Context: an optimization exercise on an open-source flow, tuned for small area and a short achievable clock period. The choices shown serve that exercise and are no tape-out recipe. In this exercise RTL edits were held to simulation tests only and were not proved equivalent to the original. No activity file was given, so power comes from the tool's default toggle rates.

===== design/flow/flow/run.sh =====
#!/bin/bash
export SETUP_SLACK_MARGIN=6.6
bash standard.sh > standard.log 2>&1

===== design/flow/standard.sh =====
#!/bin/bash
# synth_recipe.tcl (not shown) runs the flow's synth.tcl, then flattens the netlist and writes it again
# the make line also repeats each setting of config.mk as NAME=value (left out here)
make -C /OpenROAD-flow-scripts/flow DESIGN_CONFIG=/design/flow/config.mk WORK_HOME=/design/flow/orfs CLKGATE_MAP_FILE= SYNTH_SCRIPT=/design/flow/synth_recipe.tcl "${@:-finish}"

===== design/flow/config.mk =====
export PLATFORM = sky130hd
export DESIGN_NAME = processor_arm
export DESIGN_NICKNAME = processor_arm
export VERILOG_FILES = /design/flow/design.v
export SDC_FILE = /design/flow/constraint.sdc
export NUM_CORES = 4
export LEC_CHECK = 0
export CAP_MARGIN = 20
export CELL_PAD_IN_SITES_DETAIL_PLACEMENT = 1
export CELL_PAD_IN_SITES_GLOBAL_PLACEMENT = 1
export CORE_MARGIN = 2
export CORE_UTILIZATION = 35
export CTS_CLUSTER_DIAMETER = 100
export CTS_CLUSTER_SIZE = 25
export SLEW_MARGIN = 20

===== design/flow/constraint.sdc =====
create_clock -name core_clock -period 10.0 [get_ports {CLOCK_50}]
set_input_delay 2.0000 -clock core_clock [delete_from_list [all_inputs] [get_ports {CLOCK_50}]]
set_output_delay 2.0000 -clock core_clock [all_outputs]
set_load 0.01 [all_outputs]

===== design/flow/design.v =====
module adder #(parameter N = 64, parameter L = 6)	 
					(input logic [N-1:0] a, b,
					input logic inv,
					output logic [N-1:0] y);
	logic [N-1:0] g [0:L];
	logic [N-1:0] p [0:L];
	always_comb begin
		g[0] = a & b;
		p[0] = a ^ b;
		for (int l = 1; l <= L; l++)
			for (int i = 0; i < N; i++)
				if (i >= (1 << (l - 1))) begin
					g[l][i] = g[l-1][i] | (p[l-1][i] & g[l-1][i - (1 << (l - 1))]);
					p[l][i] = p[l-1][i] & p[l-1][i - (1 << (l - 1))];
				end else begin
					g[l][i] = g[l-1][i];
					p[l][i] = p[l-1][i];
				end
		y = (p[0] ^ {N{inv}}) ^ {g[L][N-2:0], 1'b0};
	end
endmodule
module regfile(input logic clk, input logic we3, input logic [30:0] rs1,
					input logic [30:0] rs2, input logic [4:0] wa3, input logic [63:0] wd3,
					output logic [63:0] rd1, output logic [63:0] rd2);
	logic [30:0][63:0] registers;
	always_comb begin
		rd1 = '0;
		rd2 = '0;
		for (int k = 0; k < 31; k++) begin
			rd1 = rd1 | ({64{rs1[k]}} & registers[k]);
			rd2 = rd2 | ({64{rs2[k]}} & registers[k]);
		end
	end
	always_ff @(posedge clk)
		for (int k = 0; k < 31; k++)
			if (we3 && wa3 == 5'(k)) registers[k] <= wd3;
endmodule
module processor_arm #(parameter N = 64)
							(input logic CLOCK_50, reset,
							output logic [N-1:0] IM_addr,
							input  logic [31:0] IM_readData,
							output logic [N-1:0] DM_writeData, DM_addr,
							output logic DM_writeEnable, DM_readEnable,
							input  logic [N-1:0] DM_readData);
	logic clk;
	assign clk = CLOCK_50;
	logic [63:2] pc_f;
	logic        pcsrc_m;
	logic [63:0] r_m, x_m;
	always_ff @(posedge clk, posedge reset)
		if (reset) pc_f <= '0;
		else       pc_f <= pcsrc_m ? r_m[63:2] : pc_f + 62'd1;
	assign IM_addr = {pc_f, 2'b00};
	logic        ins31_d;
	logic [30:0] ins_lo_d;
	logic [63:2] pc_d;
	logic [31:0] ins_d;
	logic [30:0] rs1_d, rs2_d;
	logic [4:0]  ra1_f, ra2_f;
	logic        reg2loc_f;
	assign reg2loc_f = IM_readData[31:21] == 11'b11111000000 || IM_readData[31:24] == 8'b10110100;
	assign ra1_f     = IM_readData[9:5];
	assign ra2_f     = reg2loc_f ? IM_readData[4:0] : IM_readData[20:16];
	always_ff @(posedge clk, posedge reset)
		if (reset) ins31_d <= 1'b0;
		else       ins31_d <= IM_readData[31];
	always_ff @(posedge clk) begin
		ins_lo_d <= IM_readData[30:0];
		pc_d     <= pc_f;
		for (int k = 0; k < 31; k++) begin
			rs1_d[k] <= ra1_f == 5'(k);
			rs2_d[k] <= ra2_f == 5'(k);
		end
	end
	assign ins_d = {ins31_d, ins_lo_d};
	logic [10:0] op;
	logic is_ldur, is_stur, is_cbz, is_add, is_sub, is_and, is_orr, is_addi, is_subi;
	logic alusrc, sub_d, regwrite_d;
	logic [63:0] rd1, rd2;
	logic [63:0] imm_d, opa_d, opb_d;
	logic        taken_d;
	logic [4:0]  wa_w;
	logic [63:0] wd_w;
	logic        we_w;
	assign op      = ins_d[31:21];
	assign is_ldur = op == 11'b11111000010;
	assign is_stur = op == 11'b11111000000;
	assign is_cbz  = op[10:3] == 8'b10110100;
	assign is_add  = op == 11'b10001011000;
	assign is_sub  = op == 11'b11001011000;
	assign is_and  = op == 11'b10001010000;
	assign is_orr  = op == 11'b10101010000;
	assign is_addi = op[10:1] == 10'b1001000100;
	assign is_subi = op[10:1] == 10'b1101000100;
	assign alusrc     = is_ldur | is_stur | is_addi | is_subi | is_cbz;
	assign sub_d      = is_sub | is_subi;
	assign regwrite_d = (is_ldur | is_add | is_sub | is_and | is_orr | is_addi | is_subi)
	                    & (ins_d[4:0] != 5'd31);
	regfile registers (.clk(clk), .we3(we_w), .rs1(rs1_d), .rs2(rs2_d), .wa3(wa_w),
	                   .wd3(wd_w), .rd1(rd1), .rd2(rd2));
	assign opa_d = (is_cbz ? {pc_d, 2'b00} : rd1) ^ {64{sub_d}};
	always_comb
		if (is_addi | is_subi) imm_d = {{52{ins_d[21]}}, ins_d[21:10]};
		else if (is_cbz)       imm_d = {{43{ins_d[23]}}, ins_d[23:5], 2'b00};
		else                   imm_d = {{55{ins_d[20]}}, ins_d[20:12]};
	assign opb_d = alusrc ? imm_d : rd2;
	assign taken_d = is_cbz & (rd2 == 64'd0);
	logic [63:0] a_e, b_e, d_e;
	logic [4:0]  wa_e;
	logic sub_e, and_e, orr_e;
	logic regwrite_e, memread_e, memwrite_e, taken_e;
	always_ff @(posedge clk, posedge reset)
		if (reset) begin
			regwrite_e <= 1'b0;
			memread_e  <= 1'b0;
			memwrite_e <= 1'b0;
			taken_e    <= 1'b0;
		end else begin
			regwrite_e <= regwrite_d;
			memread_e  <= is_ldur;
			memwrite_e <= is_stur;
			taken_e    <= taken_d;
		end
	always_ff @(posedge clk) begin
		a_e   <= opa_d;
		b_e   <= opb_d;
		d_e   <= rd2;
		wa_e  <= ins_d[4:0];
		sub_e <= sub_d;
		and_e <= is_and;
		orr_e <= is_orr;
	end
	logic [63:0] sum, res_e;
	adder #(64) alu_add (.a(a_e), .b(b_e), .inv(sub_e), .y(sum));
	assign res_e  = and_e ? (a_e & b_e) : orr_e ? (a_e | b_e) : sum;
	logic [4:0]  wa_m;
	logic regwrite_m, memread_m, memwrite_m;
	always_ff @(posedge clk, posedge reset)
		if (reset) begin
			regwrite_m <= 1'b0;
			memread_m  <= 1'b0;
			memwrite_m <= 1'b0;
			pcsrc_m    <= 1'b0;
		end else begin
			regwrite_m <= regwrite_e;
			memread_m  <= memread_e;
			memwrite_m <= memwrite_e;
			pcsrc_m    <= taken_e;
		end
	always_ff @(posedge clk) begin
		r_m  <= res_e;
		x_m  <= d_e;
		wa_m <= wa_e;
	end
	assign DM_addr        = r_m;
	assign DM_writeData   = x_m;
	assign DM_readEnable  = memread_m;
	assign DM_writeEnable = memwrite_m;
	always_ff @(posedge clk, posedge reset)
		if (reset) we_w <= 1'b0;
		else       we_w <= regwrite_m;
	always_ff @(posedge clk) begin
		wd_w <= memread_m ? DM_readData : r_m;
		wa_w <= wa_m;
	end
endmodule

==> reports/summary.md, run 1 <==
Setup violations remaining at the end of the flow were counted as 0. For the worst setup skew after layout, the log shows 0.05236 ns. After clock tree synthesis, the clock-pin slew on the worst setup and hold paths is 0.11 ns.

The run finished with no timing, DRC or antenna violations. Counting the fill cells in the layout gives 30448. The first global-routing pass estimated 753200 um of wire. In the routed design, unresolved DRC markers number 0.

The die span in x came out at 552.7 um. Yosys printed 5 warnings. Across the run, the number of max-cap violations was 0. Cells with a size suffix above 1 make up 15.79% of the layout. The average instance in the mapped netlist occupies 13.88 um2.

The most used flip-flop cell after synthesis was sky130_fd_sc_hd__edfxtp_1. Floorplan die height: 552.7 um. The number of flops mapped to enable cells by yosys is 1984. The detailed router finished its first iteration with 20321 violations. TritonCTS built the clock tree. The via count of the first global-routing pass is 82249, and the number of hold-repair buffers added at the cts stage is 0. For the maximum root-to-sink buffer count, the log shows 3. After layout, the worst path uses 37.69% of the clock period.

The initial core utilization came out at 35.15%. The critical path is of the flip-flop to flip-flop type. The logs give 328800 um for the detailed-placement wirelength estimate and 0 for the number of max-slew violations in the final report.

Summing the sequential cell areas from Yosys gives 68.83% of the chip area. Using the TritonRoute via totals, the vias-per-cell ratio works out to 7.286. The post-synthesis to final-layout area growth is 14.78%. The run gives 105400 um2 as the post-synthesis cell area. The worst pin sits at a relative slew slack of 12.86%. The clock net in this run drives a total of 2613 sinks. The congestion estimate from routability-driven global placement came to 0.9441. For the die footprint, the log shows 305500 um2.

Setup repair after global routing could not meet its margin everywhere. After detailed routing, the average wire length per cell comes to 48.77 um. The detailed-routing iteration count for the pre-antenna-repair pass is 13, and the worst endpoint required time is 10.77 ns. Counting flops with an async set or reset pin after synthesis yields a share of 2.755%. The run gives 0.89 ns as the insertion delay of the later-clocked pin in the worst-skew pair. For this run, the top clock speed supported by timing is 0.2654 GHz. The initial antenna violation count was 61; the number of hold violations in the final report was 0. The logs give 0 for the global route total overflow and 0.0001620 V for the worst vdd rail ir drop. Input and output buffers added on the ports amount to 289. CTS built an H-tree with a depth of 3. For the pin with the worst max-slew slack, the measured transition is 1.307 ns. The endpoint arrival time on the critical path was 4.54 ns.

The number of flip-flops and latches in the synthesized netlist is 2613. For this design the ratio of total power to cell area is 203.3 nW/um2. The tools report the leakage power figure as 40.02 nW. In the layout the commonest cells are sky130_fd_sc_hd__edfxtp_1, sky130_fd_sc_hd__a22oi_1, sky130_fd_sc_hd__nand3_1. The run gives 0 as the post-detailed-route count of antenna-violating nets.

The post-synthesis instance total is 7591, and the vias after detailed routing is 87582. Of all nets on the critical path, the largest fanout is 26. STA classifies the critical path startpoint as a flip-flop. In this run the clock root is driven by a sky130_fd_sc_hd__clkbuf_16. The final setup TNS was 0 ns. For this design the top-level I/O count stands at 292. Overall power consumption after layout is estimated at 0.02459 W. In this run the core area contains 201 standard-cell rows. The path category of the worst min-delay check was flip-flop to flip-flop. The floorplan step defined a core boundary enclosing 299800 um2.

The final layout contains 8123 nets. Entering global routing, the biggest net connects 69 pins. The most frequent standard cell in the layout excluding fill and tap cells was sky130_fd_sc_hd__edfxtp_1.

The time the worst path needs with I/O delays and setup works out to 3.769 ns. Global routing used 36.07% of the available tracks across all layers. The routed design has 586200 um of wire. In this run, CTS created clock tree buffers numbering 120. The worst setup path is captured at a flip-flop. For the count of different cell masters after synthesis, the log shows 76.
## report_power, final
group | switching, W | total [W] | internal, W | leakage, nW
combinational | 0.00226 | 0.00350 | 0.00123 | 14.8
sequential | 0.00154 | 0.0150 | 0.0135 | 23.5
clock | 0.00370 | 0.00609 | 0.00239 | 1.75
total | 0.00750 | 0.0246 | 0.0171 | 40.0
## timing repair
action                     4_1_cts  5_1_grt
resized for setup             1232      157
pin swaps                       20       24
setup buffers                  137       79
setup endpoints to repair      415      254
cloned                           0       15
## synth_stat cells (7+ instances only)
library cell | count | share of area [%]
sky130_fd_sc_hd__a21o_1 | 38 | 0.27
sky130_fd_sc_hd__a21oi_1 | 96 | 0.46
sky130_fd_sc_hd__a221oi_1 | 251 | 2.1
sky130_fd_sc_hd__a222oi_1 | 128 | 1.2
sky130_fd_sc_hd__a22o_1 | 255 | 2.1
sky130_fd_sc_hd__a22oi_1 | 1295 | 9.2
sky130_fd_sc_hd__a31oi_1 | 28 | 0.17
sky130_fd_sc_hd__and2_1 | 10 | 0.059
sky130_fd_sc_hd__and3_1 | 24 | 0.14
sky130_fd_sc_hd__and4_1 | 9 | 0.075
sky130_fd_sc_hd__buf_1 | 176 | 0.63
sky130_fd_sc_hd__buf_2 | 13 | 0.062
sky130_fd_sc_hd__clkbuf_1 | 363 | 1.3
sky130_fd_sc_hd__dfrtp_1 | 72 | 1.7
sky130_fd_sc_hd__dfxtp_1 | 557 | 11
sky130_fd_sc_hd__edfxtp_1 | 1984 | 57
sky130_fd_sc_hd__ha_1 | 129 | 1.5
sky130_fd_sc_hd__inv_1 | 155 | 0.55
sky130_fd_sc_hd__mux2_2 | 70 | 0.75
sky130_fd_sc_hd__mux2i_1 | 12 | 0.11
sky130_fd_sc_hd__nand2_1 | 353 | 1.3
sky130_fd_sc_hd__nand2b_1 | 14 | 0.083
sky130_fd_sc_hd__nand3_1 | 405 | 1.9
sky130_fd_sc_hd__nand4_1 | 176 | 1.0
sky130_fd_sc_hd__nor2_1 | 173 | 0.62
sky130_fd_sc_hd__nor2b_1 | 11 | 0.065
sky130_fd_sc_hd__nor3_1 | 37 | 0.18
sky130_fd_sc_hd__nor4_1 | 24 | 0.14
sky130_fd_sc_hd__o21a_1 | 7 | 0.050
sky130_fd_sc_hd__o21ai_0 | 184 | 0.87
sky130_fd_sc_hd__o21bai_1 | 15 | 0.11
sky130_fd_sc_hd__o22ai_1 | 64 | 0.38
sky130_fd_sc_hd__o31ai_1 | 8 | 0.057
sky130_fd_sc_hd__or2_2 | 7 | 0.042
sky130_fd_sc_hd__or3_1 | 7 | 0.042
sky130_fd_sc_hd__or4_1 | 126 | 0.90
sky130_fd_sc_hd__xnor2_1 | 113 | 0.94
sky130_fd_sc_hd__xor2_1 | 130 | 1.1
## area by class of cell
cell class | instances | area (um2) | share of cell area [%]
Clock buffer | 209 | 3378 | 2.793
Clock inverter | 21 | 284.0 | 0.2348
Antenna cell | 58 | 145.1 | 0.1200
Multi-Input combinational cell | 4269 | 31280 | 25.86
Timing Repair Buffer | 737 | 7266 | 6.007
Inverter | 155 | 585.6 | 0.4841
Tap cell | 3958 | 4952 | 4.094
Sequential cell | 2613 | 73060 | 60.40
## flip-flops by register name (all words and copies together), names as in the netlist, 5 cells and up
| signal | flops |
|---|---|
| x_m | 64 |
| rs1_d | 31 |
| rs2_d | 31 |
| wd_w | 64 |
| ins_lo_d | 31 |
| registers.registers | 1984 |
| wa_e | 5 |
| pc_d | 62 |
| a_e | 64 |
| r_m | 64 |
| wa_w | 5 |
| wa_m | 5 |
| b_e | 64 |
| pc_f | 62 |
| d_e | 64 |
## through the flow
| step | setup WS [ns] | hold WS, ns | cell area, um2 | utilization, % | instances |
|---|---|---|---|---|---|
| floorplan | 6.039 | 0.3096 | 105400 | - | 7592 |
| global placement | 5.105 | 0.3146 | 113400 | 37.83 | 11498 |
| detailed placement | 5.402 | 0.3135 | 113500 | 37.85 | 11500 |
| CTS | 6.276 | 0.3224 | 119000 | 39.70 | 11867 |
| global route | 6.365 | 0.3204 | 120800 | 40.30 | 11969 |
| finish | 6.231 | 0.3177 | 121000 | 40.35 | 12020 |
## cell families after synthesis
| group | synth area share (%) |
|---|---|
| buffers and inverters | 2.553 |
| other | 0.003559 |
| multiplexers | 0.8620 |
| AO/OA/AOI/OAI | 17.47 |
| adder cells (fa/ha/maj) | 1.532 |
| flip-flops | 68.83 |
| AND/OR/NAND/NOR | 6.728 |
| XOR/XNOR | 2.020 |
## critical path: stages (launching register included)
cell	delay, ns
sky130_fd_sc_hd__dfxtp_4	0.38
sky130_fd_sc_hd__buf_12	0.20
sky130_fd_sc_hd__buf_8	0.31
sky130_fd_sc_hd__a22o_1	0.27
sky130_fd_sc_hd__a221oi_1	0.24
sky130_fd_sc_hd__nand3_1	0.11
sky130_fd_sc_hd__or4_4	0.65
sky130_fd_sc_hd__nor4_4	0.74
sky130_fd_sc_hd__nand3_2	0.31
sky130_fd_sc_hd__nor4_4	0.32
## worst paths after layout
check | from | end | slack, ns | depth (start not counted)
setup / recovery | rs2_d[22]$_DFF_P_ | taken_e$_DFF_PP0_ | 6.23 | 9
hold / removal | wa_m[0]$_DFF_P_ | wa_w[0]$_DFF_P_ | 0.32 | 0
setup reg to reg | rs2_d[22]$_DFF_P_ | taken_e$_DFF_PP0_ | 6.23 | 9
hold reg to reg | wa_m[0]$_DFF_P_ | wa_w[0]$_DFF_P_ | 0.32 | 0
max in group asynchronous | reset | pc_f[45]$_DFF_PP0_ | 7.10 | 4
min in group asynchronous | reset | ins31_d$_DFF_PP0_ | 1.61 | 3
## per-layer routing
layer | GRT usage (%) | part of all wire (%) | vias to the layer above
met5 | 0 | 0.063 | -
met2 | 52.31 | 41 | 9615
li1 | - | - | 31329
met4 | 20.40 | 8.0 | 46
met1 | 44.64 | 34 | 43974
met3 | 15.78 | 17 | 2618
==> run 2, diff against run 1 <==
--- a/design/flow/design.v
+++ b/design/flow/design.v
@@ -58,7 +58,8 @@
 	logic [30:0] rs1_d, rs2_d;
 	logic [4:0]  ra1_f, ra2_f;
-	logic        reg2loc_f;
+	logic        reg2loc_f, cbz_f;
 	assign reg2loc_f = IM_readData[31:21] == 11'b11111000000 || IM_readData[31:24] == 8'b10110100;
 	assign ra1_f     = IM_readData[9:5];
+	assign cbz_f     = IM_readData[31:24] == 8'b10110100;
 	assign ra2_f     = reg2loc_f ? IM_readData[4:0] : IM_readData[20:16];
 	always_ff @(posedge clk, posedge reset)
@@ -69,5 +70,5 @@
 		pc_d     <= pc_f;
 		for (int k = 0; k < 31; k++) begin
-			rs1_d[k] <= ra1_f == 5'(k);
+			rs1_d[k] <= ra1_f == 5'(k) && !cbz_f;
 			rs2_d[k] <= ra2_f == 5'(k);
 		end
@@ -79,5 +80,4 @@
 	logic [63:0] rd1, rd2;
 	logic [63:0] imm_d, opa_d, opb_d;
-	logic        taken_d;
 	logic [4:0]  wa_w;
 	logic [63:0] wd_w;
@@ -99,5 +99,5 @@
 	regfile registers (.clk(clk), .we3(we_w), .rs1(rs1_d), .rs2(rs2_d), .wa3(wa_w),
 	                   .wd3(wd_w), .rd1(rd1), .rd2(rd2));
-	assign opa_d = (is_cbz ? {pc_d, 2'b00} : rd1) ^ {64{sub_d}};
+	assign opa_d = (rd1 | ({64{is_cbz}} & {pc_d, 2'b00})) ^ {64{sub_d}};
 	always_comb
 		if (is_addi | is_subi) imm_d = {{52{ins_d[21]}}, ins_d[21:10]};
@@ -105,9 +105,8 @@
 		else                   imm_d = {{55{ins_d[20]}}, ins_d[20:12]};
 	assign opb_d = alusrc ? imm_d : rd2;
-	assign taken_d = is_cbz & (rd2 == 64'd0);
 	logic [63:0] a_e, b_e, d_e;
 	logic [4:0]  wa_e;
 	logic sub_e, and_e, orr_e;
-	logic regwrite_e, memread_e, memwrite_e, taken_e;
+	logic regwrite_e, memread_e, memwrite_e, branch_e;
 	always_ff @(posedge clk, posedge reset)
 		if (reset) begin
@@ -115,10 +114,10 @@
 			memread_e  <= 1'b0;
 			memwrite_e <= 1'b0;
-			taken_e    <= 1'b0;
+			branch_e   <= 1'b0;
 		end else begin
 			regwrite_e <= regwrite_d;
 			memread_e  <= is_ldur;
 			memwrite_e <= is_stur;
-			taken_e    <= taken_d;
+			branch_e   <= is_cbz;
 		end
 	always_ff @(posedge clk) begin
@@ -146,5 +145,5 @@
 			memread_m  <= memread_e;
 			memwrite_m <= memwrite_e;
-			pcsrc_m    <= taken_e;
+			pcsrc_m    <= branch_e && d_e == 64'd0;	 
 		end
 	always_ff @(posedge clk) begin
==> reports/summary.md, run 2 <==
The run finished with no timing, DRC or antenna violations. The top-level I/O count is 292, and the fraction of power consumed by combinational cells is 13.4%. In this run the biggest area consumer among cell types represents 56.72% of the synthesized area. For the aggregate global-route resource usage, the log shows 35.56%.

Total power for the finished layout comes to 0.02422 W. After clock tree synthesis, the clock-pin slew on the worst setup and hold paths is 0.10 ns. Input and output buffers added on the ports amount to 289. Deepest level of the CTS H-tree: 3. The worst setup path is captured at a flip-flop.

Counting instances in the post-synthesis netlist gives the leading cell types as sky130_fd_sc_hd__edfxtp_1, sky130_fd_sc_hd__a22oi_1, sky130_fd_sc_hd__dfxtp_1, sky130_fd_sc_hd__a221oi_1, sky130_fd_sc_hd__a22o_1. Setup repair after global routing could not meet its margin everywhere. After synthesis, flip-flops and latches occupy 69.05% of the total area. The total of max-cap violations came out at 0. The library cell with the highest instance count after synthesis is sky130_fd_sc_hd__edfxtp_1.

For this run, the number of Yosys warnings is 5. The die covers 304500 um2. The run gives 561200 um as the final wirelength.

The tools report the number of hold violations in the final report as 0. After the first detailed-routing iteration, the DRC count stood at 18668. The flip-flop count of the largest register after layout is 1984, and the proportion of power drawn by the clock network is 24.4%. The worst slack after detailed placement is 5.483 ns, and the slew at the pin closest to its max-slew limit is 1.260 ns.

The switching part of the total power was 30.36%; the post-synthesis to final-layout area growth was 12.48%. The signal on the critical path passes through buf_4, buf_4, a22o_1, a221oi_1, nand4_1, a211oi_1, xor2_1. Derived from the worst setup path, the maximum achievable clock frequency is 0.2779 GHz. The via count of the first global-routing pass was 80415; the post-synthesis async set-or-reset flop share was 2.755%. At the end of routability-driven placement, the weighted congestion stood at 0.9502.

Entering global routing, the biggest net connects 71 pins. The worst setup path is of the flip-flop to flip-flop kind. In this design, the stage delay of the slowest critical-path cell is 0.79 ns. For the initial antenna violation count, the log shows 52.

The run gives 0.04479 ns as the worst setup skew after layout. The count of nets left with antenna violations once routing finished came out at 0. The die span in x came out at 551.8 um. For this design the total switching power over the nets is 0.007353 W. Cell type with the highest occurrence count on the critical path: sky130_fd_sc_hd__buf_4. In the layout the commonest cells are sky130_fd_sc_hd__edfxtp_1, sky130_fd_sc_hd__a22oi_1, sky130_fd_sc_hd__a22o_1.

Setup violations remaining at the end of the flow were counted as 0. TritonCTS built the clock tree. In this run the static leakage power is 38.76 nW.

Largest register by flop count: registers.registers. For this run the aggregate overflow at the end of global routing stands at 0. The count of different cell masters after synthesis was 74. Along the worst path, the maximum fanout reaches 28. After detailed placement, the design holds a cell count of 11339. The floorplan die height was 551.8 um. Number of hold-repair buffers added at the cts stage: 0. The tools report the element type at the critical path start as a flip-flop. Across all layers, the routed design uses 84426 vias.

The most frequent standard cell in the layout excluding fill and tap cells was sky130_fd_sc_hd__edfxtp_1. At the end of the flow, the number of nets in the layout was 7857. Top cell type by total area after synthesis: sky130_fd_sc_hd__edfxtp_1. Fraction of power consumed by sequential logic: 62.2%. Data on the critical path is required at its endpoint by 10.69 ns. For the worst-skew pair, the clock arrives at the later sink with an insertion delay of 0.87 ns. The global-route wire length before repair is 734200 um, and the average routed wire per standard cell is 47.84 um. Excluding fillers, the count of instances in the completed layout stands at 11731. The number of clock sinks was 2613; the final clock period utilization by the worst path was 35.98%. In this run the deepest clock path goes through 3 buffers. Residual DRC count: 0. The total core area was 299300 um2. The initialized floorplan defines 201 standard-cell rows. For this configuration, the core starts out at a cell density of 35.10%. Dividing total power by cell area gives a power density of 205.0 nW/um2. Clock tree synthesis inserted a total of 116 buffers. The run gives 0 ns as the final setup TNS. In this run the cell area of the synthesized design comes to 105000 um2.

The number of vias per cell after detailed routing was 7.197; the relative slew slack was 15.98%. By area the synthesized netlist is led by sky130_fd_sc_hd__edfxtp_1, sky130_fd_sc_hd__dfxtp_1, sky130_fd_sc_hd__a22oi_1, sky130_fd_sc_hd__a221oi_1, sky130_fd_sc_hd__a22o_1. The master of the slowest instance on the critical path was sky130_fd_sc_hd__a211oi_1.

The endpoint arrival time on the critical path is 4.29 ns, and the internal power is 0.01687 W. The post-synthesis instance total was 7417; the number of flops mapped to enable cells by yosys was 1984. The detailed-placement wirelength estimate was 323900 um.

Clock tree synthesis selected as its root buffer the cell sky130_fd_sc_hd__clkbuf_16. The run gives 0.0001603 V as the worst vdd rail ir drop. Number of max-slew violations in the final report: 0. The average instance in the mapped netlist occupies 14.16 um2.

The number of flip-flops and latches in the synthesized netlist is 2613, and the detailed-routing iteration count for the pre-antenna-repair pass is 11. Counting I/O delays and the setup requirement, the final critical path takes 3.598 ns. Cells with a size suffix above 1 make up 13.92% of the layout. The most used flip-flop cell after synthesis is sky130_fd_sc_hd__edfxtp_1. The worst path meets setup with 6.402 ns of slack.

The tightest min-delay check is of the flip-flop to flip-flop type.
run 2: changes by cell type after synthesis, sizes merged, moves of 12 or more:
cell,previous run,this run
a22oi,1295,796
a221oi,255,507
a22o,255,505
nand3,405,272
o22ai,64,1
or4,128,65
a211oi,3,48
nand4,177,222
buf,191,168
clkbuf,364,387
a2111oi,2,23
o21ai,188,174
nor3b,5,17
run 2: kinds of logic after synthesis:
logic type / Yosys count / share of synthesized area, %
XOR/XNOR: 245 / 2.043
multiplexers: 71 / 0.7552
buffers and inverters: 711 / 2.553
AO/OA/AOI/OAI: 2411 / 18.13
adder cells (fa/ha/maj): 129 / 1.537
AND/OR/NAND/NOR: 1236 / 5.922
flip-flops: 2613 / 69.05
other: 1 / 0.003570
run 2: worst paths after layout:
check / from / endpoint / slack [ns] / depth (start not counted)
max in group asynchronous: reset / pc_f[51]$_DFF_PP0_ / 7.23 / 4
max reg2reg: rs1_d[12]$_DFF_P_ / a_e[43]$_DFF_P_ / 6.40 / 7
min: wa_e[3]$_DFF_P_ / wa_m[3]$_DFF_P_ / 0.34 / 0
max: rs1_d[12]$_DFF_P_ / a_e[43]$_DFF_P_ / 6.40 / 7
min reg2reg: wa_e[3]$_DFF_P_ / wa_m[3]$_DFF_P_ / 0.34 / 0
min in group asynchronous: reset / regwrite_m$_DFF_PP0_ / 1.59 / 3
run 2: stage by stage:
step | hold slack [ns] | util, % | instance area [um2]
4_1_cts | 0.3439 | 39.30 | 117600
3_3_place_gp | 0.3189 | 37.86 | 113300
5_1_grt | 0.3521 | 39.44 | 118000
6_report | 0.3430 | 39.48 | 118100
3_5_place_dp | 0.3175 | 37.88 | 113400
2_1_floorplan | 0.3096 | - | 105100
run 2: layout make-up:
type	instances	area, um2
inverters	156	589.3
clock buffers	203	3251
fillers	30432	181100
diodes	42	105.1
repair buffers	649	5446
well taps	3958	4952
clock inverters	16	201.4
multi-input cells	4094	30570
flip-flops and latches	2613	73030
run 2: worst max-delay path, delay by kind of cell, from the launching register on:
family	cells	cell delay [ns]
AOI/OAI and AO/OA	3	1.47
buffers and inverters	2	1.02
and+or+nand+nor	1	0.22
DFF	1	0.53
xor gates and xnor gates	1	0.14
run 2: power by group through the flow:
stage / logic, W / clock network [W] / registers (W)
after global placement: 0.00289 / 0 / 0.0151
after global routing: 0.00336 / 0.00622 / 0.0151
after detailed placement: 0.00290 / 0 / 0.0152
after CTS: 0.00301 / 0.00589 / 0.0150
final: 0.00324 / 0.00592 / 0.0151
after floorplan: 0.00128 / 0 / 0.0145
run 2: routing by layer:
| layer | GRT usage (%) | part of all wire, % |
|---|---|---|
| met4 | 19.37 | 6.7 |
| met5 | 0.1094 | 0.065 |
| met3 | 16.40 | 17 |
| met1 | 44.01 | 35 |
| met2 | 51.34 | 41 |
run 2: what timing repair did:
action,CTS,global route
pin swaps,14,8
endpoints found under the hold margin,0,0
endpoints found under the setup margin,691,198
resized for setup,1055,54
setup buffers,112,18
==> run 3, diff against run 2 <==
==> design/flow/flow/run.sh (replaced) <==
#!/bin/bash
export SETUP_SLACK_MARGIN=6.45
bash standard.sh > standard.log 2>&1
==> reports/summary.md, run 3 <==
The flow ran to the end and the layout has no timing, DRC or antenna violations. In this run, the number of DRC markers left after iteration 0 of detailed routing was 18453. Clock skew on the completed layout was measured at 0.03682 ns. The average routed wire per standard cell is 48.09 um, and the post-synthesis async set-or-reset flop share is 2.755%.

For the worst-skew pair, the clock arrives at the later sink with an insertion delay of 0.86 ns. The leakage power figure was 38.41 nW. Detailed routing inserted a total of 84036 vias. Adder-cell share of the synthesized area: 1.537%.

The cell area that synthesis handed to floorplanning was 105000 um2. Compared with the post-synthesis result, the final layout area differs by 11.98%. Path category of the worst min-delay check: flip-flop to flip-flop. Of the total power, combinational logic draws 12.7%. At the placement stage, the worst setup path has a slack of 5.222 ns.

The cell count of the worst reg-to-reg path works out to 7. The worst setup path is captured at a flip-flop. The worst path in the final design needs a cycle of 3.773 ns, including I/O delays and setup.

For this design, the sink count on the clock tree is 2613. By count the netlist is led by sky130_fd_sc_hd__edfxtp_1, sky130_fd_sc_hd__a22oi_1, sky130_fd_sc_hd__dfxtp_1, sky130_fd_sc_hd__a221oi_1, sky130_fd_sc_hd__a22o_1. Endpoint arrival time on the critical path: 4.57 ns. The floorplan row count is 201, and the number of flops mapped to enable cells by yosys is 1984.

The flip-flop count of the largest register after layout works out to 1984. Post-synthesis compound-gate area fraction: 18.13%. In the synthesized netlist, the number of instances is 7417. STA classifies the critical path startpoint as a flip-flop. The initial utilization of the core area, before any placement, comes to 35.10%. At the end of the flow, the number of nets in the layout was 7788. Overall power consumption after layout is estimated at 0.02398 W. For the worst setup path, the data required time is 10.79 ns. Counting along the longest clock path gives a buffer depth of 3. Detailed placement finished with a half-perimeter wire length of 326500 um. The run gives 62 as the initial antenna violation count. Leaving out fill and tap cells, the most frequent cells in the layout are sky130_fd_sc_hd__edfxtp_1, sky130_fd_sc_hd__a22oi_1, sky130_fd_sc_hd__a22o_1, sky130_fd_sc_hd__a221oi_1, sky130_fd_sc_hd__dfxtp_1. The first global-routing pass estimated 733200 um of wire.

For this run, design rule violations remaining after detail routing come to 0. The minimum setup slack in the final design is 6.227 ns. Registers are responsible for 62.9% of the overall power. The post-synthesis xor/xnor area fraction is 2.043%.

The die span in x was 551.8 um. The floorplan die height was 551.8 um; the top achievable clock speed was 0.2650 GHz. The worst vdd rail ir drop is 0.0001505 V. The analysis attributes to net switching a power of 0.007249 W. During synthesis, Yosys emitted a total of 5 warnings. The root buffer cell chosen for the clock tree is sky130_fd_sc_hd__clkbuf_16. After synthesis, the cell types taking the most area are sky130_fd_sc_hd__edfxtp_1, sky130_fd_sc_hd__dfxtp_1, sky130_fd_sc_hd__a22oi_1, sky130_fd_sc_hd__a221oi_1, sky130_fd_sc_hd__a22o_1. CTS built an H-tree with a depth of 3. The most used flip-flop cell after synthesis is sky130_fd_sc_hd__edfxtp_1.

The tools report the via count of the first global-routing pass as 80296. The number of max-slew violations in the final report is 0. The share of synthesized area in the top cell type comes to 56.72%. In this run the most used layer during global routing was met2. Multiplexer cells account for 0.7552% of the synthesized area.

TritonCTS built the clock tree. The post-placement cell area is 113300 um2, and the share of synthesized cell area in and, or, nand and nor gates is 5.922%. Setup violations remaining at the end of the flow were counted as 0. The worst hold path was traced through 0 stages.

After detailed routing, the number of vias per cell comes to 7.213. The final wirelength came out at 560200 um. By instance count, the leading cell after synthesis is sky130_fd_sc_hd__edfxtp_1. Along the worst path, the maximum fanout reaches 28. After clock tree synthesis, the clock-pin slew on the worst setup and hold paths is 0.10 ns. The share of synthesized area occupied by flip-flops and latches is 69.05%. The fraction of met3 tracks used by global routing came out at 14.22%. Startpoint of the lowest-slack hold path: wa_e[4]$_DFF_P_. The run gives 24.4% as the proportion of power drawn by the clock network. The post-synthesis average cell area came out at 14.16 um2. Most frequent standard cell in the layout excluding fill and tap cells: sky130_fd_sc_hd__edfxtp_1. The post-detailed-route count of antenna-violating nets is 0. For the largest net degree at the start of global routing, the log shows 71. For the post-route cell area, the log shows 117600 um2.

sky130_fd_sc_hd__edfxtp_1 takes more of the synthesized area than any other cell. For the pin with the worst max-slew slack, the measured transition is 1.269 ns. The path with the worst hold slack has its endpoint at wa_m[4]$_DFF_P_. Setup total negative slack on the finished layout was measured at 0 ns. The detailed-routing iteration count for the pre-antenna-repair pass is 10. For the count of different cell masters after synthesis, the log shows 74. In this run the tightest slew margin relative to its limit is 14.90%. Across the run, the number of max-cap violations was 0.

The worst setup path is of the flip-flop to flip-flop kind. The met2 capacity usage during global routing came out at 52.15%. The logs give 39.30% for the end-of-flow core utilization and 0.01673 W for the internal power. In this run the standard cell core region covers 299300 um2. The die footprint came out at 304500 um2.

The tools report the worst reg2reg path endpoint as b_e[54]$_DFF_P_. Of the cells placed in the final design, the portion with a size suffix greater than 1 is 10.36%. The run gives 44.06% as the met1 track demand over resource. The top-level I/O count was 292. The largest register by flop count was registers.registers. The startpoint of the worst-slack reg-to-reg timing path is rs2_d[20]$_DFF_P_.

The aggregate global-route resource usage was 35.53%. The final clock period utilization by the worst path was 37.73%. By area, the combinational part of the netlist is dominated by compound AO/OA/AOI/OAI gates.

The number of hold violations in the final report came out at 0. Setup repair after global routing could not meet its margin everywhere. Routability-driven placement finished with a final weighted congestion of 0.9383. The count of buffers from port buffering was 289; the global route total overflow was 0. Counting flops and latches in the post-synthesis netlist gives 2613. TritonCTS created 115 clock buffers.

The power density over the cells was 203.8 nW/um2. In this run switching power makes up 30.23% of total power. For flop-to-flop paths, the worst setup slack is 6.23 ns.
run 3: changes by cell type in the layout (fill, tap and decap cells not counted), moves of 8 or more:
cell,before,now
sky130_fd_sc_hd__clkdlybuf4s15_1,0,52
sky130_fd_sc_hd__buf_6,101,17
sky130_fd_sc_hd__clkdlybuf4s15_2,0,15
sky130_fd_sc_hd__dfxtp_2,66,30
sky130_fd_sc_hd__buf_12,18,26
sky130_fd_sc_hd__buf_2,115,18
sky130_fd_sc_hd__buf_4,316,253
sky130_fd_sc_hd__dlygate4sd2_1,0,95
sky130_fd_sc_hd__dfxtp_1,396,437
run 3: worst max path at each step:
stage,cells past startpoint,to,slack (ns),start
floorplan,3,registers.registers[1000]$_DFFE_PP_,6.04,we_w$_DFF_PP0_
global placement,7,rs2_d[17]$_DFF_P_,5.21,IM_readData[26]
detailed placement,7,rs2_d[17]$_DFF_P_,5.22,IM_readData[26]
CTS,1,IM_addr[49],6.15,pc_f[49]$_DFF_PP0_
global route,7,a_e[47]$_DFF_P_,6.40,rs1_d[0]$_DFF_P_
finish,7,b_e[54]$_DFF_P_,6.23,rs2_d[20]$_DFF_P_
run 3: layout make-up:
cell class,count,area (um2)
well taps,3958,4952
clock buffers,198,3263
repair buffers,581,5274
multi-input cells,4094,30370
inverters,156,589.3
flip-flops and latches,2613,72970
diodes,38,95.09
clock inverters,12,103.9
fillers,30451,181700
run 3: what timing repair did:
item,CTS,global route
hold buffers,0,0
setup endpoints to repair,467,93
pin swaps,5,4
buffers inserted,71,4
resized for setup,503,33
run 3: critical path, cell delays in order, from the launching register on:
cell and delay [ns]:
sky130_fd_sc_hd__dfxtp_4 0.73, sky130_fd_sc_hd__buf_4 0.74, sky130_fd_sc_hd__buf_4 0.78, sky130_fd_sc_hd__a221oi_1 0.21, sky130_fd_sc_hd__nand3_1 0.19, sky130_fd_sc_hd__or4_1 0.70, sky130_fd_sc_hd__nand2_1 0.10, sky130_fd_sc_hd__nand2_1 0.10
run 3: routing by layer:
metal  share of wire, %  vias to the layer above
met2                 42                     8463
met5              0.074                        -
met4                7.2                       56
li1                   -                    30500
met1                 35                    42774
met3                 16                     2243
run 3: logic make-up after synthesis:
logic type      count (synthesis)
mux                            71
xor+xnor                      245
buf+inv                       711
other cells                     1
flops                        2613
fa+ha+maj                     129
simple gates                 1236
compound gates               2411
run 3: power by group through the flow:
stage / Clock (W) / Sequential [W] / Combinational [W]
4_1_cts: 0.00580 / 0.0150 / 0.00288
2_1_floorplan: 0 / 0.0145 / 0.00128
6_report: 0.00584 / 0.0151 / 0.00305
3_5_place_dp: 0 / 0.0152 / 0.00292
3_3_place_gp: 0 / 0.0151 / 0.00291
5_1_grt: 0.00613 / 0.0152 / 0.00317
run 3: metrics by stage:
step | hold slack (ns) | instances
global placement | 0.3156 | 11323
finish | 0.3361 | 11650
global route | 0.3489 | 11613
floorplan | 0.3096 | 7418
detailed placement | 0.3132 | 11326
CTS | 0.3405 | 11607
==> run 4, diff against run 3 <==
--- a/design/flow/design.v
+++ b/design/flow/design.v
@@ -147,5 +147,7 @@
 			pcsrc_m    <= branch_e && d_e == 64'd0;	 
 		end
+	logic memsel_m;
 	always_ff @(posedge clk) begin
+		memsel_m <= memread_e;
 		r_m  <= res_e;
 		x_m  <= d_e;
@@ -160,5 +162,5 @@
 		else       we_w <= regwrite_m;
 	always_ff @(posedge clk) begin
-		wd_w <= memread_m ? DM_readData : r_m;
+		wd_w <= memsel_m ? DM_readData : r_m;
 		wa_w <= wa_m;
 	end
==> design/flow/flow/run.sh (replaced) <==
#!/bin/bash
export SETUP_SLACK_MARGIN=6.8
bash standard.sh > standard.log 2>&1
==> reports/summary.md, run 4 <==
Path category of the worst min-delay check: flip-flop to flip-flop. The slew at the pin closest to its max-slew limit came out at 1.268 ns. For this run, the total global-route usage over all layers was measured as 35.80%. The run gives 0.3496 ns as the smallest hold slack. Yosys instantiated no cell more often than sky130_fd_sc_hd__edfxtp_1.

The number of max-slew violations in the final report was 0. For this configuration, the core starts out at a cell density of 35.10%. Data on the critical path is required at its endpoint by 8.00 ns. The deepest level of the CTS H-tree came out at 3. STA classifies the critical path endpoint as a primary output. TritonCTS built the clock tree. Summing the sequential cell areas from Yosys gives 69.06% of the chip area.

Category of the most critical setup path: flip-flop to primary output. The worst register-to-register path begins at rs2_d[3]$_DFF_P_. The logs give 304600 um2 for the die footprint and 0.0001632 V for the worst vdd rail ir drop. Once detail routing completed, the nets flagged for antenna violations numbered 0. No sink is reached through more buffers than the 3 on the longest clock path. After synthesis, the share of flip-flops with an asynchronous set or reset is 2.754%. After synthesis the cells add up to 105100 um2. For the final wirelength, the log shows 565500 um.

sky130_fd_sc_hd__edfxtp_1 takes more of the synthesized area than any other cell. The total core area was 299300 um2; the die span in x was 551.9 um. The finished cells cover 119900 um2. The end-of-flow core utilization is 40.07%. Setup slack on the worst reg-to-reg path comes out at 6.57 ns. The number of flops mapped to enable cells by yosys is 1984, and the floorplan die height is 551.9 um.

The net count reported at finish was 7901. In this run the clock root is driven by a sky130_fd_sc_hd__clkbuf_16. The register with the most flip-flops in the layout has 1984 of them. The initial antenna violation count came out at 51. The signal on the critical path passes through buf_12, buf_6. Relative to the synthesized area, the layout overhead comes to 14.16%.

The run finished with no timing, DRC or antenna violations. Between clock sinks in the finished design, the worst skew comes to 0.04893 ns. In the final layout, the share of cells above drive strength 1 is 15.84%.

The critical path contains buffers and inverters numbering 2 combined. Counting buffers and inverters, the worst setup path is 2 cells deep. Detailed placement finished with a half-perimeter wire length of 321800 um. The largest individual stage delay along the critical path comes from the cell sky130_fd_sc_hd__dfrtp_1. In this run the critical register-to-register path is captured at b_e[19]$_DFF_P_.

In this run the worst setup path terminates at IM_addr[54]. Synthesis produced 7418 cells. The worst path in the final design needs a cycle of 3.513 ns, including I/O delays and setup. The post-synthesis average cell area was 14.16 um2; the number of DRC markers in iteration 0 was 18184.

Setup repair after global routing could not meet its margin everywhere. The largest register by flop count was registers.registers. The tree built by TritonCTS fans out to 2614 sinks.

The pre-antenna-repair detailed-routing pass consisted of 12 iterations. The top achievable clock speed was 0.2846 GHz; the number of hold violations in the final report was 0. The leakage power figure came out at 39.37 nW. By count the netlist is led by sky130_fd_sc_hd__edfxtp_1, sky130_fd_sc_hd__a22oi_1, sky130_fd_sc_hd__dfxtp_1, sky130_fd_sc_hd__a221oi_1, sky130_fd_sc_hd__a22o_1. Delay of the slowest cell on the worst path: 0.41 ns.

Counting the fill cells in the layout gives 30340. The number of flip-flops and latches in the synthesized netlist was 2614; the synthesis warning total was 5. In this run, post-CTS hold repair placed 0 buffers. Entering global routing, the biggest net connects 73 pins. The element type at the critical path start was a flip-flop. The source of the critical timing path is pc_f[54]$_DFF_PP0_. The via count of the first global-routing pass came out at 81244.

In this run the biggest area consumer among cell types represents 56.71% of the synthesized area. Peak fanout along the critical path: 2. In the layout the commonest cells are sky130_fd_sc_hd__edfxtp_1, sky130_fd_sc_hd__a22oi_1, sky130_fd_sc_hd__a22o_1. The clock reaches the later pin of the worst-skew pair after 0.87 ns. The power density over the cells is 203.3 nW/um2. The run gives 201 as the floorplan row count. The count of cells in the finished layout, fillers not included, comes to 11743. Port buffering added 289 buffers.

Summed over all layers, the global routing overflow is 0. The number of clock buffers added by TritonCTS is 115. After synthesis, the cell types taking the most area are sky130_fd_sc_hd__edfxtp_1, sky130_fd_sc_hd__dfxtp_1, sky130_fd_sc_hd__a22oi_1, sky130_fd_sc_hd__a221oi_1, sky130_fd_sc_hd__a22o_1. Synthesis instantiated 74 different standard cells from the library.

The placed instances occupy a cell area of 113500 um2. Clock-pin slew was measured on the worst setup and hold paths at 0.11 ns. Adding up every negative setup slack in the final design gives 0 ns. For the final count of negative-setup-slack endpoints, the log shows 0. The residual DRC count was 0; the total of max-cap violations was 0. The number of vias per cell after detailed routing was 7.231; the worst hold path depth was 0.

The cell type group with the largest total delay on the critical path is flip-flops. Leaving out fill and tap cells, the most frequent cell in the layout is sky130_fd_sc_hd__edfxtp_1. The most used flip-flop cell after synthesis is sky130_fd_sc_hd__edfxtp_1.

The first global-routing pass estimated 738500 um of wire. Once placement completed, the tool counted placed cells totaling 11332. Counting cells, the worst reg-to-reg path comes to 7.

In this run the count of I/O pins placed on the die edge is 292. Of the available clock period, the critical path in the final layout requires 35.13%. Data on the critical path arrives at its endpoint at 1.51 ns. Vias after detailed routing: 84914. In this run the tightest slew margin relative to its limit is 15.34%. The average routed wire per standard cell was 48.15 um. The routability congestion estimate from global placement is 0.9612.
run 4: how the worst min path moves through the flow:
stage               startpoint              end  slack [ns]
6_report       wa_e[3]$_DFF_P_  wa_m[3]$_DFF_P_        0.35
5_1_grt        wa_m[2]$_DFF_P_  wa_w[2]$_DFF_P_        0.36
4_1_cts        wa_m[2]$_DFF_P_  wa_w[2]$_DFF_P_        0.35
3_5_place_dp   wa_e[0]$_DFF_P_  wa_m[0]$_DFF_P_        0.31
3_3_place_gp   wa_e[3]$_DFF_P_  wa_m[3]$_DFF_P_        0.32
2_1_floorplan  wa_e[0]$_DFF_P_  wa_m[0]$_DFF_P_        0.31
run 4: area by class of cell:
type | instances | area (um2) | area share [%]
diodes | 20 | 50.05 | 0.04173
clock buffers | 197 | 3186 | 2.656
clock inverters | 11 | 111.4 | 0.09285
inverters | 156 | 589.3 | 0.4914
multi-input cells | 4096 | 31240 | 26.04
flip-flops and latches | 2614 | 73120 | 60.97
well taps | 3958 | 4952 | 4.129
repair buffers | 691 | 6691 | 5.579
run 4: per-layer routing:
metal  vias to the layer above  wire (um)  track usage (%)  share of wire (%)
met1                     43159     195400            44.28                 35
met2                      8599     231900            51.74                 41
met4                        56      43480            21.79                7.7
met3                      2361      94240            15.07                 17
li1                      30739          -                -                  -
met5                         -        418           0.1094              0.074
run 4: through the flow:
step	power, W	setup WS [ns]
2_1_floorplan	0.01577	6.039
3_3_place_gp	0.01802	5.574
3_5_place_dp	0.01809	5.549
4_1_cts	0.02396	6.240
5_1_grt	0.02486	6.471
6_report	0.02438	6.487
run 4: kinds of logic (layout without fill, tap and decap cells):
group | after synthesis | count (layout) | share of synthesized area (%)
DFF | 2614 | 2614 | 69.06
AOI/OAI and AO/OA | 2411 | 2411 | 18.13
and+or+nand+nor | 1236 | 1238 | 5.920
buffers and inverters | 711 | 1055 | 2.552
xor gates and xnor gates | 245 | 245 | 2.043
adders and majority gates | 129 | 129 | 1.536
muxes | 71 | 71 | 0.7551
other | 1 | 22 | 0.003570
run 4: timing repair:
action | CTS | global route
buffers inserted | 150 | 31
gates resized for setup | 1280 | 185
setup endpoints to repair | 1039 | 450
cloned | 2 | 0
pin swaps | 52 | 54
run 4: power breakdown:
part | switching, W | internal [W]
clock network | 0.00359 | 0.00220
registers | 0.00164 | 0.0135
logic | 0.00213 | 0.00134
==> run 5, diff against run 4 <==
==> design/flow/flow/run.sh (replaced) <==
#!/bin/bash
export SETUP_SLACK_MARGIN=7.1
bash standard.sh > standard.log 2>&1
==> reports/summary.md, run 5 <==
The run finished with no timing, DRC or antenna violations. Sequential cells were found to cover 69.06% of the synthesized design area. CTS saw 2614 sinks. The first global-routing pass estimated 745700 um of wire.

The run gives 67 as the initial antenna violation count. sky130_fd_sc_hd__edfxtp_1 is the most common cell in the netlist. The number of vias per cell after detailed routing came out at 7.249. The final wirelength is 574500 um.

The number of DRC markers in iteration 0 was 18731. Among cell families on the critical path, the largest total delay comes from flip-flops. The total number of cells along the worst setup path works out to 1. The share of post-route cells with drive strength above 1 works out to 17.62%. The time the worst path needs with I/O delays and setup is 3.496 ns, and the final count of negative-setup-slack endpoints is 0. The share of the synthesized area in the top cell type is 56.71%.

Across all register-to-register paths, the minimum setup slack is 6.80 ns. Entering global routing, the biggest net connects 73 pins. The via count of the first global-routing pass was 80988. Ranked by flip-flop count, first place goes to registers.registers. For the number of hold violations in the final report, the log shows 0. The startpoint of the worst-slack reg-to-reg timing path is b_e[1]$_DFF_P_.

The most used flip-flop cell after synthesis is sky130_fd_sc_hd__edfxtp_1. For the detailed-placement wirelength estimate, the log shows 315700 um. The number of buffers inserted during clock tree synthesis is 116. The endpoint arrival time on the critical path is 1.50 ns. TritonCTS built the clock tree. The end-of-flow core utilization is 40.67%.

Setup repair after global routing could not meet its margin everywhere. Leaving out fill and tap cells, the most frequent cell in the layout is sky130_fd_sc_hd__edfxtp_1. After synthesis, the most frequently instantiated cells are sky130_fd_sc_hd__edfxtp_1, sky130_fd_sc_hd__a22oi_1, sky130_fd_sc_hd__dfxtp_1, sky130_fd_sc_hd__a221oi_1, sky130_fd_sc_hd__a22o_1. The synthesis warning total was 5; the top achievable clock speed was 0.2861 GHz. The critical path starts at pc_f[63]$_DFF_PP0_.

The number of flip-flops and latches in the synthesized netlist came out at 2614. The vias after detailed routing came out at 85565. Counting cells, the worst reg-to-reg path comes to 15. The post-synthesis average cell area was 14.16 um2. On the final layout, the worst hold slack is 0.3374 ns.

The run gives 7418 as the post-synthesis instance total. The number of buffer and inverter stages on the critical path came out at 1. Relative to the synthesized area, the layout overhead comes to 15.84%. The top-level I/O count is 292. The flip-flop count of the largest register after layout was 1984; the delay of the slowest cell on the worst path was 0.51 ns. The path category of the worst min-delay check was flip-flop to flip-flop. The endpoint type of the worst setup path was a primary output. The number of flops mapped to enable cells by yosys came out at 1984.

Leaving out fill and tap cells, the most frequent cells in the layout are sky130_fd_sc_hd__edfxtp_1, sky130_fd_sc_hd__a22oi_1, sky130_fd_sc_hd__a22o_1. Summed over all cells, the static leakage comes to 39.88 nW. The net count reported at finish is 7936. For the detailed route wirelength on metal2, the log shows 236700 um. At the end of routability-driven placement, the weighted congestion stood at 0.9431. The tools report the routed length on met1 as 198000 um.

In the post-synthesis netlist, the biggest area contributors are sky130_fd_sc_hd__edfxtp_1, sky130_fd_sc_hd__dfxtp_1, sky130_fd_sc_hd__a22oi_1, sky130_fd_sc_hd__a221oi_1, sky130_fd_sc_hd__a22o_1. The endpoint identified for the worst register-to-register timing path is r_m[63]$_DFF_P_. The die covers 304600 um2.

In the synthesized netlist the async set-or-reset flop fraction comes to 2.754%. Buffers inserted to repair hold after CTS numbered 0. The power density over the cells is 203.2 nW/um2, and the worst slack after detailed placement is 5.530 ns. The critical path ends at IM_addr[63]. The worst setup path is launched from a flip-flop.

For the worst setup path, the data required time is 8.00 ns. The synthesized netlist occupies a cell area of 105100 um2. For this run, the total global-route usage over all layers was measured as 36.17%. For the maximum root-to-sink buffer count, the log shows 3. The floorplan die height was 551.9 um; the die span in x was 551.9 um. The final setup TNS is 0 ns.

CTS built an H-tree with a depth of 3. The synthesized netlist contains 74 unique library cells. After detailed routing, the number of remaining DRC violations is 0.

At the pin with the least slew margin, the transition time is 1.254 ns. In this run the top signal layer used is met5. IR analysis of the VDD net gives a maximum drop of 0.0001627 V. Across all setup checks in the final design, the least slack found is 6.504 ns. The tools report the initial core utilization as 35.10%. Clock latency on the worst-skew pair, taken at its later pin, is 0.88 ns. The layout has 30096 filler cells. Dividing the detail-routed wire length by the instance count gives 48.67 um. The tool flagged a number of max-cap violations equal to 0. For this design, the slowest cell found on the critical path is sky130_fd_sc_hd__dfrtp_2. The floorplan row count was 201. The count of buffers from port buffering was 289; the global route total overflow was 0. The top cell type by total area after synthesis was sky130_fd_sc_hd__edfxtp_1. In the finished design, the share of the clock period the worst path needs comes to 34.96%.

After detailed routing, the met3 layer carries 95030 um of wire. For the number of max-slew violations in the final report, the log shows 0. The run gives 0.06268 ns as the worst setup skew after layout. Traced cell by cell, the critical path runs through buf_6. The relative slew slack was 16.38%. Clock input transition at the sequential cells of the worst setup and hold paths: 0.10 ns. The run gives 299300 um2 as the total core area.

The logs give 0 for the post-detailed-route count of antenna-violating nets and 9 for the detailed-routing iteration count for the pre-antenna-repair pass. The critical path in this run is classified as flip-flop to primary output. In this run the worst path has a maximum fanout of 3. The tools report the root buffer cell as sky130_fd_sc_hd__clkbuf_16.
==> run 5: cell counts after synthesis <==
Identical to the previous run, type by type.
==> run 5: what timing repair did <==
action	4_1_cts	5_1_grt
resized for setup	1405	287
pin swaps	75	91
gates cloned	4	1
endpoints found under the setup margin	944	523
setup buffers	168	62
endpoints found under the hold margin	0	0
==> run 5: metal layers <==
layer | track usage [%] | vias up
met2 | 52.47 | 8773
li1 | - | 30824
met4 | 21.40 | 62
met3 | 15.26 | 2382
met1 | 44.79 | 43524
met5 | 0 | -
==> run 5: cell families (layout without fill, tap and decap cells) <==
kind of cell / count (synthesis) / count (layout) / synth area share [%]
and+or+nand+nor: 1236 / 1238 / 5.920
muxes: 71 / 71 / 0.7551
adders and majority gates: 129 / 129 / 1.536
buffers and inverters: 711 / 1100 / 2.552
DFF: 2614 / 2614 / 69.06
xor gates and xnor gates: 245 / 245 / 2.043
AOI/OAI and AO/OA: 2411 / 2411 / 18.13
other: 1 / 38 / 0.003570
==> run 5: power by group <==
group          leakage, nW  switching, W  internal (W)  total [W]
combinational         14.8       0.00228       0.00145    0.00373
sequential            23.5       0.00164        0.0135     0.0151
clock                 1.62       0.00361       0.00226    0.00587
==> run 5: final cells by class <==
cell class | instances | area [um2] | share of cell area (%)
tap | 3958 | 4952 | 4.069
inverter | 156 | 589.3 | 0.4842
antenna | 36 | 90.09 | 0.07402
clock inverter | 14 | 167.7 | 0.1378
timing repair buffer | 725 | 7547 | 6.202
clock buffer | 205 | 3237 | 2.660
multi-input combinational | 4096 | 31990 | 26.29
sequential | 2614 | 73130 | 60.09
==> run 5: how the worst min path moves through the flow <==
stage	to	cells past startpoint	slack, ns	from
5_1_grt	wa_w[0]$_DFF_P_	0	0.34	wa_m[0]$_DFF_P_
2_1_floorplan	wa_m[0]$_DFF_P_	0	0.31	wa_e[0]$_DFF_P_
4_1_cts	wa_w[0]$_DFF_P_	0	0.34	wa_m[0]$_DFF_P_
3_3_place_gp	wa_m[3]$_DFF_P_	0	0.32	wa_e[3]$_DFF_P_
3_5_place_dp	wa_w[0]$_DFF_P_	0	0.31	wa_m[0]$_DFF_P_
6_report	wa_w[0]$_DFF_P_	0	0.34	wa_m[0]$_DFF_P_
==> run 5: through the flow <==
step,area (um2),instances,power [W]
4_1_cts,119900,11705,0.02417
2_1_floorplan,105300,7419,0.01577
5_1_grt,121600,11770,0.02522
6_report,121700,11804,0.02473
3_5_place_dp,113600,11314,0.01812
3_3_place_gp,113500,11309,0.01805
==> run 6, diff against run 5 <==
==> design/flow/flow/run.sh (replaced) <==
#!/bin/bash
export SETUP_SLACK_MARGIN=6.8
bash standard.sh > standard.log 2>&1
--- a/design/flow/config.mk
+++ b/design/flow/config.mk
@@ -14,2 +14,3 @@
 export CTS_CLUSTER_SIZE = 25
 export SLEW_MARGIN = 20
+export TNS_END_PERCENT = 30
==> reports/summary.md, run 6 <==
The number of inserted filler cells in the final layout came out at 30363. Path category of the worst min-delay check: flip-flop to flip-flop. The post-placement cell area is 113400 um2. Counting flops per register, the top entry is registers.registers. For the synthesis warning total, the log shows 5.

Sequential cells were found to cover 69.06% of the synthesized design area. The count of placed standard cells in the final layout, fillers left out is 11739. Setup repair after global routing could not meet its margin everywhere. Switching part of the total power: 30.11%. The leakage power figure is 39.07 nW. The number of clock sinks was 2614; the endpoint arrival time on the critical path was 4.30 ns. In the post-synthesis netlist, the biggest area contributors are sky130_fd_sc_hd__edfxtp_1, sky130_fd_sc_hd__dfxtp_1, sky130_fd_sc_hd__a22oi_1, sky130_fd_sc_hd__a221oi_1, sky130_fd_sc_hd__a22o_1. The share of total power dissipated in the clock network is 24.4%.

The final clock period utilization by the worst path came out at 36.27%. Counting flops and latches in the post-synthesis netlist gives 2614. By count the netlist is led by sky130_fd_sc_hd__edfxtp_1, sky130_fd_sc_hd__a22oi_1, sky130_fd_sc_hd__dfxtp_1, sky130_fd_sc_hd__a221oi_1, sky130_fd_sc_hd__a22o_1. At the worst endpoint, the required time is 10.67 ns. The longest clock path from root to sink contains 3 buffers. The slew at the pin closest to its max-slew limit was 1.302 ns. By instance count, the cell type seen most on the critical path is sky130_fd_sc_hd__buf_4. The most used flip-flop cell after synthesis was sky130_fd_sc_hd__edfxtp_1. The setup check on the worst reg-to-reg path leaves a slack of 6.37 ns.

The initial utilization of the core area, before any placement, comes to 35.10%. Count of different cell masters after synthesis: 74. The final count of negative-setup-slack endpoints was 0; the number of DRC markers in iteration 0 was 18757. The first detailed-routing pass took 10 iterations. TritonCTS created 116 clock buffers. In this run the worst setup path begins at rs1_d[18]$_DFF_P_. The die footprint came out at 304600 um2.

The post-route netlist has 14.73% of its cells at a drive strength greater than 1. Average routed wire per standard cell: 48.10 um. The startpoint identified for the worst register-to-register timing path is rs1_d[18]$_DFF_P_. The aggregate global-route resource usage is 35.66%. Grouping stages by cell kind, the critical path spends the most delay in compound AO/OA/AOI/OAI gates. The relative slew slack is 13.17%, and the total number of cells along the worst setup path is 7. TritonCTS built the clock tree. The tools report the total area of multi-input combinational cells as 30830 um2.

The tools report the worst setup skew after layout as 0.03024 ns. The post-synthesis to final-layout area growth works out to 13.49%. The end point of the critical path is a_e[40]$_DFF_P_.

By instance count, the leading cell after synthesis is sky130_fd_sc_hd__edfxtp_1. Measured in cells, the most critical reg-to-reg path has a length of 7. Cell internal power was estimated by the tool at 0.01708 W. Detailed placement ended at an HPWL of 320800 um. Clock input transition at the sequential cells of the worst setup and hold paths: 0.10 ns. After detailed routing, the total wire length is 564700 um. Endpoint type of the worst setup path: a flip-flop.

Together, buffers and inverters on the worst path number 2. The category of the most critical setup path is flip-flop to flip-flop. In the final timing run, aggregate negative setup slack is 0 ns. Entering global routing, the biggest net connects 75 pins. Dividing the synthesized area by the synthesized cell count gives 14.16 um2. Power spread over the standard cell area amounts to 205.0 nW/um2. In this run the clock root is driven by a sky130_fd_sc_hd__clkbuf_16.

After clock tree synthesis, the flow added hold-fix buffers numbering 0. Along the worst path, the maximum fanout reaches 27. The run finished with no timing, DRC or antenna violations. Across all layers, the routed design uses 84592 vias.

Total core area: 299300 um2. The cell area that synthesis handed to floorplanning was 105100 um2. Traced cell by cell, the critical path runs through buf_4, buf_4, a22o_1, a221oi_1, nand4_1, a211oi_1, xor2_1. Number of flops mapped to enable cells by yosys: 1984. The floorplan step set the die height to 551.9 um. In this run the critical register-to-register path is captured at a_e[40]$_DFF_P_.

For the net count reported at finish, the log shows 7861. The H-tree was split into 3 levels. Leaving out fill and tap cells, the most frequent cells in the layout are sky130_fd_sc_hd__edfxtp_1, sky130_fd_sc_hd__a22oi_1, sky130_fd_sc_hd__a22o_1, sky130_fd_sc_hd__a221oi_1, sky130_fd_sc_hd__dfxtp_1. The count of buffers from port buffering was 289; the residual DRC count was 0. From left edge to right edge, the die measures 551.9 um. Using the TritonRoute via totals, the vias-per-cell ratio works out to 7.206.

Routability-driven placement finished with a final weighted congestion of 0.9457. The total of max-cap violations was 0. For the worst vdd rail ir drop, the log shows 0.0001620 V. The initial antenna violation count was 49; the time the worst path needs with I/O delays and setup was 3.627 ns. The master of the slowest instance on the critical path was sky130_fd_sc_hd__a211oi_1.

Global routing finished with a remaining overflow of 0. Delay of the slowest cell on the worst path: 0.97 ns. Summed over all nets, the switching power comes to 0.007357 W. The number of max-slew violations in the final report is 0, and the post-synthesis instance total is 7418.

The tools report the insertion delay of the later-clocked pin in the worst-skew pair as 0.84 ns. For the via count of the first global-routing pass, the log shows 80919. After floorplanning, the core was divided into 201 placement rows. Top cell type by total area after synthesis: sky130_fd_sc_hd__edfxtp_1. The flip-flop count of the largest register after layout was 1984. The tools report the element type at the critical path start as a flip-flop. The first global-routing pass estimated 737100 um of wire.

In the final layout, flip-flops and latches occupy 73090 um2. 292 I/O pins were placed. The logs give 0.2757 GHz for the top achievable clock speed and 11329 for the cell total after placement. The number of hold violations in the final report came out at 0.

Final hold analysis gives a worst-case slack of 0.3451 ns. In this run the biggest area consumer among cell types represents 56.71% of the synthesized area. Most frequent standard cell in the layout excluding fill and tap cells: sky130_fd_sc_hd__edfxtp_1. The post-detailed-route count of antenna-violating nets is 0.

Post-synthesis async set-or-reset flop share: 2.754%. The post-route cell area was 119200 um2; the fraction of power consumed by combinational cells was 13.7%. The share of total power dissipated in sequential elements is 61.9%.
[run 6: metal layers]
metal	wire length (um)	vias up	global-route usage (%)
met5	282	-	0
met4	43900	38	21.13
met3	94410	2402	15.50
met2	232400	8637	51.71
met1	193600	42853	43.86
li1	-	30662	-
[run 6: through the flow]
step	power [W]	setup WS, ns	util, %
after global placement	0.01801	5.305	37.84
after floorplan	0.01576	6.039	-
after detailed placement	0.01810	5.262	37.88
final	0.02444	6.373	39.84
after CTS	0.02407	6.266	39.56
after global routing	0.02494	6.477	39.80
[run 6: area by class of cell]
| cell class | instances | share of cell area (%) |
|---|---|---|
| multi-input combinational | 4095 | 25.86 |
| antenna | 47 | 0.09864 |
| clock inverter | 10 | 0.1627 |
| clock buffer | 208 | 2.769 |
| inverter | 156 | 0.4932 |
| sequential | 2614 | 61.30 |
| tap | 3958 | 4.154 |
| timing repair buffer | 651 | 5.164 |
[run 6: worst min path at each step]
stage | from | to | slack, ns | depth (start not counted)
after detailed placement | wa_e[1]$_DFF_P_ | wa_m[1]$_DFF_P_ | 0.31 | 0
after global routing | wa_e[3]$_DFF_P_ | wa_m[3]$_DFF_P_ | 0.35 | 0
after floorplan | wa_e[0]$_DFF_P_ | wa_m[0]$_DFF_P_ | 0.31 | 0
after global placement | wa_e[1]$_DFF_P_ | wa_m[1]$_DFF_P_ | 0.32 | 0
final | wa_e[1]$_DFF_P_ | wa_m[1]$_DFF_P_ | 0.35 | 0
after CTS | wa_e[1]$_DFF_P_ | wa_m[1]$_DFF_P_ | 0.34 | 0
[run 6: cell families (layout without fill, tap and decap cells)]
kind of cell / Yosys count / after routing / synth area share [%]
adder cells (fa/ha/maj): 129 / 129 / 1.536
multiplexers: 71 / 71 / 0.7551
flip-flops: 2614 / 2614 / 69.06
AO/OA/AOI/OAI: 2411 / 2411 / 18.13
AND/OR/NAND/NOR: 1236 / 1237 / 5.920
other: 1 / 49 / 0.003570
XOR/XNOR: 245 / 245 / 2.043
buffers and inverters: 711 / 1025 / 2.552
[run 6: repair_timing]
item | in CTS | in global routing
gates resized for setup | 1086 | 183
setup endpoints to repair | 891 | 848
cloned | 0 | 1
setup buffers | 110 | 33
pin swaps | 20 | 23
[run 6: power groups by stage]
| stage | clock network, W | logic, W | registers [W] |
|---|---|---|---|
| floorplan | 0 | 0.00128 | 0.0145 |
| CTS | 0.00592 | 0.00314 | 0.0150 |
| global placement | 0 | 0.00288 | 0.0151 |
| detailed placement | 0 | 0.00289 | 0.0152 |
| finish | 0.00595 | 0.00336 | 0.0151 |
| global route | 0.00625 | 0.00349 | 0.0152 |
[run 6: worst reg2reg max path, stage by stage (launching register included)]
cell	delay (ns)
sky130_fd_sc_hd__dfxtp_4	0.63
sky130_fd_sc_hd__buf_4	0.50
sky130_fd_sc_hd__buf_4	0.44
sky130_fd_sc_hd__a22o_1	0.44
sky130_fd_sc_hd__a221oi_1	0.21
sky130_fd_sc_hd__nand4_1	0.14
sky130_fd_sc_hd__a211oi_1	0.97
sky130_fd_sc_hd__xor2_1	0.14

## what the ideal ports hide
No port has a modelled driver above. Below, the same layouts with a new extraction and two added sets of constraints.
Step 1 (the two cells are an assumption about what drives the block):
set clk [get_ports {CLOCK_50}]
set_driving_cell -lib_cell sky130_fd_sc_hd__clkbuf_16 $clk
set_driving_cell -lib_cell sky130_fd_sc_hd__buf_2 [delete_from_list [all_inputs] $clk]
Step 2 moves the port delays by t, midway between the first and last clock arrival at a register: inputs arrive t later, outputs are due t later. That takes back most of the time a late clock gives input paths.
Three values: no drivers, after step 1, after step 2; two values: the first two.
| run | t, ns | setup slack, ns | worst slew at a driven data input, ns |
|---|---|---|---|
| run 1 | 0.950 | 6.231 / 6.231 / 5.811 | 0.17 |
| run 2 | 0.947 | 6.402 / 6.374 / 5.849 | 0.09 |
| run 3 | 0.943 | 6.227 / 6.227 / 5.711 | 0.12 |
| run 4 | 0.942 | 6.487 / 6.389 / 5.971 | 0.12 |
| run 5 | 0.951 | 6.504 / 6.405 / 6.278 | 0.10 |
| run 6 | 0.951 | 6.373 / 6.373 / 5.763 | 0.11 |
After both steps setup and hold are still met in every run listed. For run 6, which loses most, drivers alone change the setup slack by 0.000 ns; drivers and shift together by -0.610 ns.
